Context: an optimization exercise on an open-source flow, tuned for small area. The choices shown serve that exercise and are no tape-out recipe. The RTL was checked by simulation tests, not by an equivalence proof against the original design. No activity file was given, so power comes from the tool's default toggle rates.

Setup of run 1:
==> flow/design.v <==
module seg4(
	input [3:0] D,
	output [6:0] S
);
assign S[0] = (~D[3] & ~D[2] & ~D[1] & D[0]) | (D[2] & ~D[1] & ~D[0]);
assign S[1] = (D[2] & D[1] & ~D[0]) | (D[2] & ~D[1] & D[0]);
assign S[2] = (~D[2] & D[1] & ~D[0]);
assign S[3] = (D[2] & ~D[1] & ~D[0]) | (~D[3] & ~D[2] & ~D[1] & D[0]) | (D[2] & D[1] & D[0]);
assign S[4] = (D[2] & ~D[1]) | (D[0]);
assign S[5] = (~D[2] & D[1]) | (~D[3] & ~D[2] & D[0]) | (D[1] & D[0]);
assign S[6] = (~D[3] & ~D[2] & ~D[1]) | (D[2] & D[1] & D[0]);
endmodule
module seg3(
	input [2:0] D,
	output [6:0] S
);
assign S[0] = (~D[2] & ~D[1] & D[0]) | (D[2] & ~D[0]);
assign S[1] = (D[2] & D[0]);
assign S[2] = (D[1] & ~D[0]);
assign S[3] = (~D[2] & ~D[1] & D[0]) | (D[2] & ~D[0]);
assign S[4] = (D[0]) | (D[2]);
assign S[5] = (~D[2] & D[0]) | (D[1]);
assign S[6] = (~D[2] & ~D[1]);
endmodule
module seg2(
	input [1:0] D,
	output [6:0] S
);
assign S[0] = (D[0]);
assign S[1] = 1'b0;
assign S[2] = (D[1]);
assign S[3] = (D[0]);
assign S[4] = (D[0]);
assign S[5] = (D[0]) | (D[1]);
assign S[6] = (~D[1]);
endmodule
module segw(
	input [2:0] D,
	output [6:0] S
);
assign S[0] = (~D[2] & ~D[1]) | (~D[1] & ~D[0]);
assign S[1] = (D[2] & ~D[1] & D[0]) | (D[2] & D[1] & ~D[0]);
assign S[2] = (~D[2] & ~D[0]);
assign S[3] = (~D[2] & ~D[1]) | (D[2] & D[1] & D[0]) | (~D[1] & ~D[0]);
assign S[4] = (D[0]) | (~D[1]);
assign S[5] = (~D[2]) | (D[1] & D[0]);
assign S[6] = (~D[2] & ~D[1]) | (D[2] & D[1] & D[0]);
endmodule
module hour12(
	input [4:0] D,
	output [3:0] T
);
assign T[0] = (D[0]);
assign T[1] = (D[1]);
assign T[2] = (D[4] & ~D[2]) | (~D[4] & ~D[3] & D[2]);
assign T[3] = (D[4] & D[2]) | (D[3] & ~D[2]);
endmodule
module hourbcd(
	input [4:0] D,
	output [5:0] B
);
assign B[0] = (D[0]);
assign B[1] = (D[3] & D[2] & ~D[1]) | (~D[4] & ~D[3] & D[1]) | (D[4] & ~D[2] & ~D[1]) | (D[4] & D[2] & D[1]);
assign B[2] = (~D[4] & ~D[3] & D[2]) | (D[4] & ~D[2] & ~D[1]) | (~D[4] & D[2] & D[1]);
assign B[3] = (D[4] & ~D[2] & D[1]) | (D[3] & ~D[2] & ~D[1]);
assign B[4] = (D[3] & D[1]) | (D[4] & ~D[2]) | (D[3] & D[2]);
assign B[5] = (D[4] & D[2]);
endmodule
module inc10(
	input [3:0] D,
	output [3:0] N
);
assign N[0] = ~D[0];
assign N[1] = (D[1] ^ D[0]) & ~D[3];
assign N[2] = D[2] ^ (D[1] & D[0]);
assign N[3] = (D[3] & ~D[0]) | (D[2] & D[1] & D[0]);
endmodule
module inc6(
	input [2:0] D,
	output [2:0] N
);
assign N[0] = ~D[0];
assign N[1] = (D[1] ^ D[0]) & ~D[2];
assign N[2] = (D[2] & ~D[0]) | (D[1] & D[0]);
endmodule
module Digital_clock(
input clk_50M,
input rst,
input alarm_SW,
input MODE_SW,
input AH_key,
input AM_key,
input SW_hour,
output [3:0] led_mode,
output  [7:0] HEX0,
output  [7:0] HEX1,
output  [7:0] HEX2,
output  [7:0] HEX3,
output  [7:0] HEX4,
output  [7:0] HEX5,
output  [7:0] HEX6
);
reg [9:0] cnt;
wire tick3 = (cnt == 10'd814);	 
wire tick1 = (cnt == 10'd971);	 
always @(posedge clk_50M)
	if (rst)
		cnt <= 10'd421;
	else
		cnt <= {cnt[8:0], ~(cnt[9] ^ cnt[6] ^ tick3)};
reg [7:0] bc;
reg bl;
wire [8:0] bc_inc = {1'b0, bc} + 9'd1;
wire bwrap = (bc == 8'd251);
wire hold = (bc[7:3] == 5'd0) & ~(bc[2] & (bc[1] | bc[0]));
always @(posedge clk_50M)
	if (rst) begin
		bc <= 8'd0;
		bl <= 1'b0;
	end else begin
		bc <= bc_inc[7:0] | {5'd0, bc_inc[8], 1'b0, bc_inc[8]};
		bl <= bl ^ bwrap;
	end
reg [1:0] m0, m1, m2, m3;
always @(posedge clk_50M) begin
	m0[1] <= alarm_SW & ~rst;
	m0[0] <= MODE_SW;
	m1 <= m0;
	m2 <= m1;
	m3 <= m2;
end
assign led_mode = {m1[1] & m1[0], m1[1] & ~m1[0], ~m1[1] & m1[0], ~m1[1] & ~m1[0]};
reg [4:0] kh, km;
reg [2:0] sw;
always @(posedge clk_50M) begin
	kh <= {kh[3:0], AH_key};
	km <= {km[3:0], AM_key};
	sw <= {sw[1:0], SW_hour};
end
wire eh3 = ~kh[3] & kh[4];	 
wire em3 = ~km[3] & km[4];
wire eh2 = ~kh[2] & kh[3];	 
wire em2 = ~km[2] & km[3];
reg [3:0] s_o, m_o, am_o;
reg [2:0] s_t, m_t, am_t;
reg [4:0] h, ah;
wire set3 = ~m3[1] & m3[0];	 
wire run  = tick3 & ~set3;
wire seta = m3[1] & m3[0];	 
wire s9   = s_o[3] & s_o[0];
wire s59  = s9 & s_t[2] & s_t[0];
wire m9   = m_o[3] & m_o[0];
wire m59  = m9 & m_t[2] & m_t[0];
wire h23  = h[4] & h[2] & h[1] & h[0];
wire am9  = am_o[3] & am_o[0];
wire ah23 = ah[4] & ah[2] & ah[1] & ah[0];
wire s_inc  = run;
wire m_inc  = (run & s59) | (set3 & em3);
wire h_inc  = (run & s59 & m59) | (set3 & eh3);
wire am_inc = seta & em3;
wire ah_inc = seta & eh3;
wire [3:0] s_o1, m_o1, am_o1;
wire [2:0] s_t1, m_t1, am_t1;
inc10 u_is(.D(s_o), .N(s_o1));
inc6  u_its(.D(s_t), .N(s_t1));
inc10 u_im(.D(m_o), .N(m_o1));
inc6  u_itm(.D(m_t), .N(m_t1));
inc10 u_iam(.D(am_o), .N(am_o1));
inc6  u_itam(.D(am_t), .N(am_t1));
reg [3:0] ns_o, nm_o, nam_o;
reg [2:0] ns_t, nm_t, nam_t;
reg [4:0] nh, nah;
always @* begin
	ns_o = s_inc ? s_o1 : s_o;
	ns_t = (s_inc & s9) ? s_t1 : s_t;
	nm_o = m_inc ? m_o1 : m_o;
	nm_t = (m_inc & m9) ? m_t1 : m_t;
	nh = h_inc ? (h23 ? 5'd0 : h + 5'd1) : h;
	nam_o = am_inc ? am_o1 : am_o;
	nam_t = (am_inc & am9) ? am_t1 : am_t;
	nah = ah_inc ? (ah23 ? 5'd0 : ah + 5'd1) : ah;
	if (hold) begin
		ns_o = 4'd0; ns_t = 3'd0;
		nm_o = 4'd9; nm_t = 3'd5;
		nh = 5'd12;
		nam_o = 4'd9; nam_t = 3'd5;
		nah = 5'd21;
	end
end
always @(posedge clk_50M) begin
	s_o <= ns_o; s_t <= ns_t;
	m_o <= nm_o; m_t <= nm_t;
	h <= nh;
	am_o <= nam_o; am_t <= nam_t;
	ah <= nah;
end
wire ih = (set3 & eh3) | (~m2[1] & m2[0] & eh2);
wire im = (set3 & em3) | (~m2[1] & m2[0] & em2);
wire m58 = m_t[2] & m_t[0] & m_o[3] & ~m_o[0];
wire h22 = h[4] & h[2] & h[1] & ~h[0];
wire mok = im ? m58 : m59;
wire hok = ih ? h22 : h23;
wire wcarry = tick1 & ~(~m1[1] & m1[0]) & s59 & mok & hok;
reg [2:0] wk;
always @(posedge clk_50M)
	if (hold)
		wk <= 3'd1;
	else if (wcarry)
		wk <= (wk == 3'd7) ? 3'd1 : wk + 3'd1;
wire ns_lt6 = (ns_t == 3'd0) & ~ns_o[3] & ~(ns_o[2] & ns_o[1]);
wire nm0 = (nm_t == 3'd0) & (nm_o == 4'd0);
wire nal = (nah == nh) & (nam_t == nm_t) & (nam_o == nm_o);
wire blank = bl & ns_lt6 & (nal | nm0);
wire show_alarm = m3[1];
wire [3:0] h12;
hour12 u_h12(.D(h), .T(h12));
wire [4:0] dh = show_alarm ? ah : (sw[2] ? {1'b0, h12} : h);
wire [5:0] bh;
hourbcd u_bh(.D(dh), .B(bh));
wire [3:0] d0 = show_alarm ? 4'd0 : s_o;
wire [2:0] d1 = show_alarm ? 3'd0 : s_t;
wire [3:0] d2 = show_alarm ? am_o : m_o;
wire [2:0] d3 = show_alarm ? am_t : m_t;
wire [3:0] d4 = bh[3:0];
wire [1:0] d5 = bh[5:4];
wire [6:0] g0, g1, g2, g3, g4, g5, g6;
seg4 u_g0(.D(d0), .S(g0));
seg3 u_g1(.D(d1), .S(g1));
seg4 u_g2(.D(d2), .S(g2));
seg3 u_g3(.D(d3), .S(g3));
seg4 u_g4(.D(d4), .S(g4));
seg2 u_g5(.D(d5), .S(g5));
segw u_g6(.D(wk), .S(g6));
assign HEX0 = {1'b1, g0 | {7{blank}}};
assign HEX1 = {1'b1, g1 | {7{blank}}};
assign HEX2 = {1'b1, g2 | {7{blank}}};
assign HEX3 = {1'b1, g3 | {7{blank}}};
assign HEX4 = {1'b1, g4 | {7{blank}}};
assign HEX5 = {1'b1, g5 | {7{blank}}};
assign HEX6 = {1'b1, g6};
endmodule
Settings: LEC_CHECK=0, ABC_AREA=1, CAP_MARGIN=20, CORE_MARGIN=2, CORE_UTILIZATION=75, PLACE_DENSITY=0.85, SLEW_MARGIN=20; clock period 10.0 ns.
standard.sh (not shown) runs the stock make flow with config.mk's settings and CLKGATE_MAP_FILE= SYNTH_SCRIPT=/design/flow/synth_recipe.tcl, a recipe that flattens the netlist after the stock synthesis.
==> flow/flow/run.sh <==
#!/bin/bash
# Own layout flow: the standard synthesis, then its combinational logic
# re-mapped for area (registers, their names and cell types unchanged), then
# the standard ORFS layout from floorplan on.
set -euo pipefail
here=$(pwd)
R=$here/orfs/results/$FLOW_PLATFORM/Digital_clock/base

# 1. standard synthesis
bash standard.sh synth > "$here/log_synth.txt" 2>&1

# 2. area re-mapping of the combinational logic: ABC's deep synthesis with
#    twelve seeds, four at a time; the smallest netlist is kept.
cp "$R/1_2_yosys.v" "$here/std_1_2_yosys.v"
keep=$(grep -oE 'sky130_fd_sc_hd__(df|edf|sdf|dl)[a-z0-9_]*' "$here/std_1_2_yosys.v" | sort -u | tr '\n' ' ')
remap() {
  sed "s/&deepsyn -J 100/\&deepsyn -J 100 -S $1/" "$here/flow/area.abc" > "$here/area_$1.abc"
  RS_KEEP="$keep" RS_DONTUSE="$here/flow/dont_use.txt" RS_IN="$here/std_1_2_yosys.v" \
  RS_OUT="$here/resynth_$1.v" RS_TOP="$FLOW_TOP" RS_SCRIPT="$here/area_$1.abc" \
    yosys -c "$here/flow/resynth.tcl" > "$here/log_resynth_$1.txt" 2>&1
}
for s in 0 1 2 3; do remap $s & done; wait
for s in 4 5 6 7; do remap $s & done; wait
for s in 8 9 10 11; do remap $s & done; wait
best=$(for s in 0 1 2 3 4 5 6 7 8 9 10 11; do
  a=$(grep 'Chip area for top module' "$here/log_resynth_$s.txt" | tail -1 | awk '{print $NF}')
  if [ -n "$a" ]; then echo "$a $s"; fi
done | sort -g | head -1 | awk '{print $2}')
echo "seed $best" > "$here/resynth_choice.txt"
cp "$here/resynth_$best.v" "$R/1_2_yosys.v"
rm -f "$R/1_synth.odb" "$R/1_synth.sdc"

# 3. the rest of the standard flow, with small port buffers and a clock tree
#    of small buffers without dummy loads
bash standard.sh finish \
  "BUFFER_PORTS_ARGS=-buffer_cell sky130_fd_sc_hd__buf_1" \
  "CTS_ARGS=-sink_clustering_enable -repair_clock_nets -dont_use_dummy_load -buf_list sky130_fd_sc_hd__clkbuf_4 -sink_clustering_size 14" \
  > "$here/log_layout.txt" 2>&1
Other scripts of this flow, unchanged in this note and not shown: flow/flow/area.abc, flow/flow/dont_use.txt, flow/flow/resynth.tcl
[inputs] run 2 vs run 1
--- a/flow/flow/run.sh
+++ b/flow/flow/run.sh
@@ -37 +37 @@
-  "CTS_ARGS=-sink_clustering_enable -repair_clock_nets -dont_use_dummy_load -buf_list sky130_fd_sc_hd__clkbuf_4 -sink_clustering_size 14" \
+  "CTS_ARGS=-sink_clustering_enable -repair_clock_nets -dont_use_dummy_load -buf_list sky130_fd_sc_hd__clkbuf_4 -sink_clustering_size 20 -sink_buffer_max_cap_derate 0.8" \
[summary]
- Comparing run 2 with run 1, the total count of hold-check failures in the final report came out essentially unchanged.
- Run 2 and run 1 ended up with nearly the same setup slack.
- The maximum vdd ir drop on run 1 is in line with that on run 2.
> inputs changed (run 2 -> run 3)
--- a/flow/flow/run.sh
+++ b/flow/flow/run.sh
@@ -37 +37 @@
-  "CTS_ARGS=-sink_clustering_enable -repair_clock_nets -dont_use_dummy_load -buf_list sky130_fd_sc_hd__clkbuf_4 -sink_clustering_size 20 -sink_buffer_max_cap_derate 0.8" \
+  "CTS_ARGS=-sink_clustering_enable -repair_clock_nets -dont_use_dummy_load -buf_list {sky130_fd_sc_hd__clkbuf_4 sky130_fd_sc_hd__clkbuf_8} -sink_clustering_size 20" \
==> summary.txt <==
Combinational power share for run 3 is lower than for run 2. As far as largest incremental delay on the critical path is concerned, run 3 and run 2 perform about the same. Lower routed via count goes to run 2 over run 3.

[port drivers added, routing unchanged]
In the flow no input, the clock included, has a driving cell. The finished layouts below were timed again as built, in two steps.
Step 1 (the two cells are an assumption about what drives the block):
set clk [get_ports {clk_50M}]
set_driving_cell -lib_cell sky130_fd_sc_hd__clkbuf_16 $clk
set_driving_cell -lib_cell sky130_fd_sc_hd__buf_2 [delete_from_list [all_inputs] $clk]
Step 2 times the ports against the registers' clock, not the clock port: input delays grow and output delays shrink by t, the midpoint of the rising clock arrivals with the driver on.
Three values: ideal ports, drivers, drivers and shift; two values: the first two.
| run | t (ns) | setup slack, ns | pins driven straight from the clock port |
|---|---|---|---|
| run 1 | 0.434 | 1.558 / 1.535 / 1.969 | 1 |
| run 2 | 0.434 | 1.558 / 1.535 / 1.969 | 1 |
| run 3 | 0.365 | 1.596 / 1.571 / 1.936 | 1 |
After both steps setup and hold are still met in every run listed.
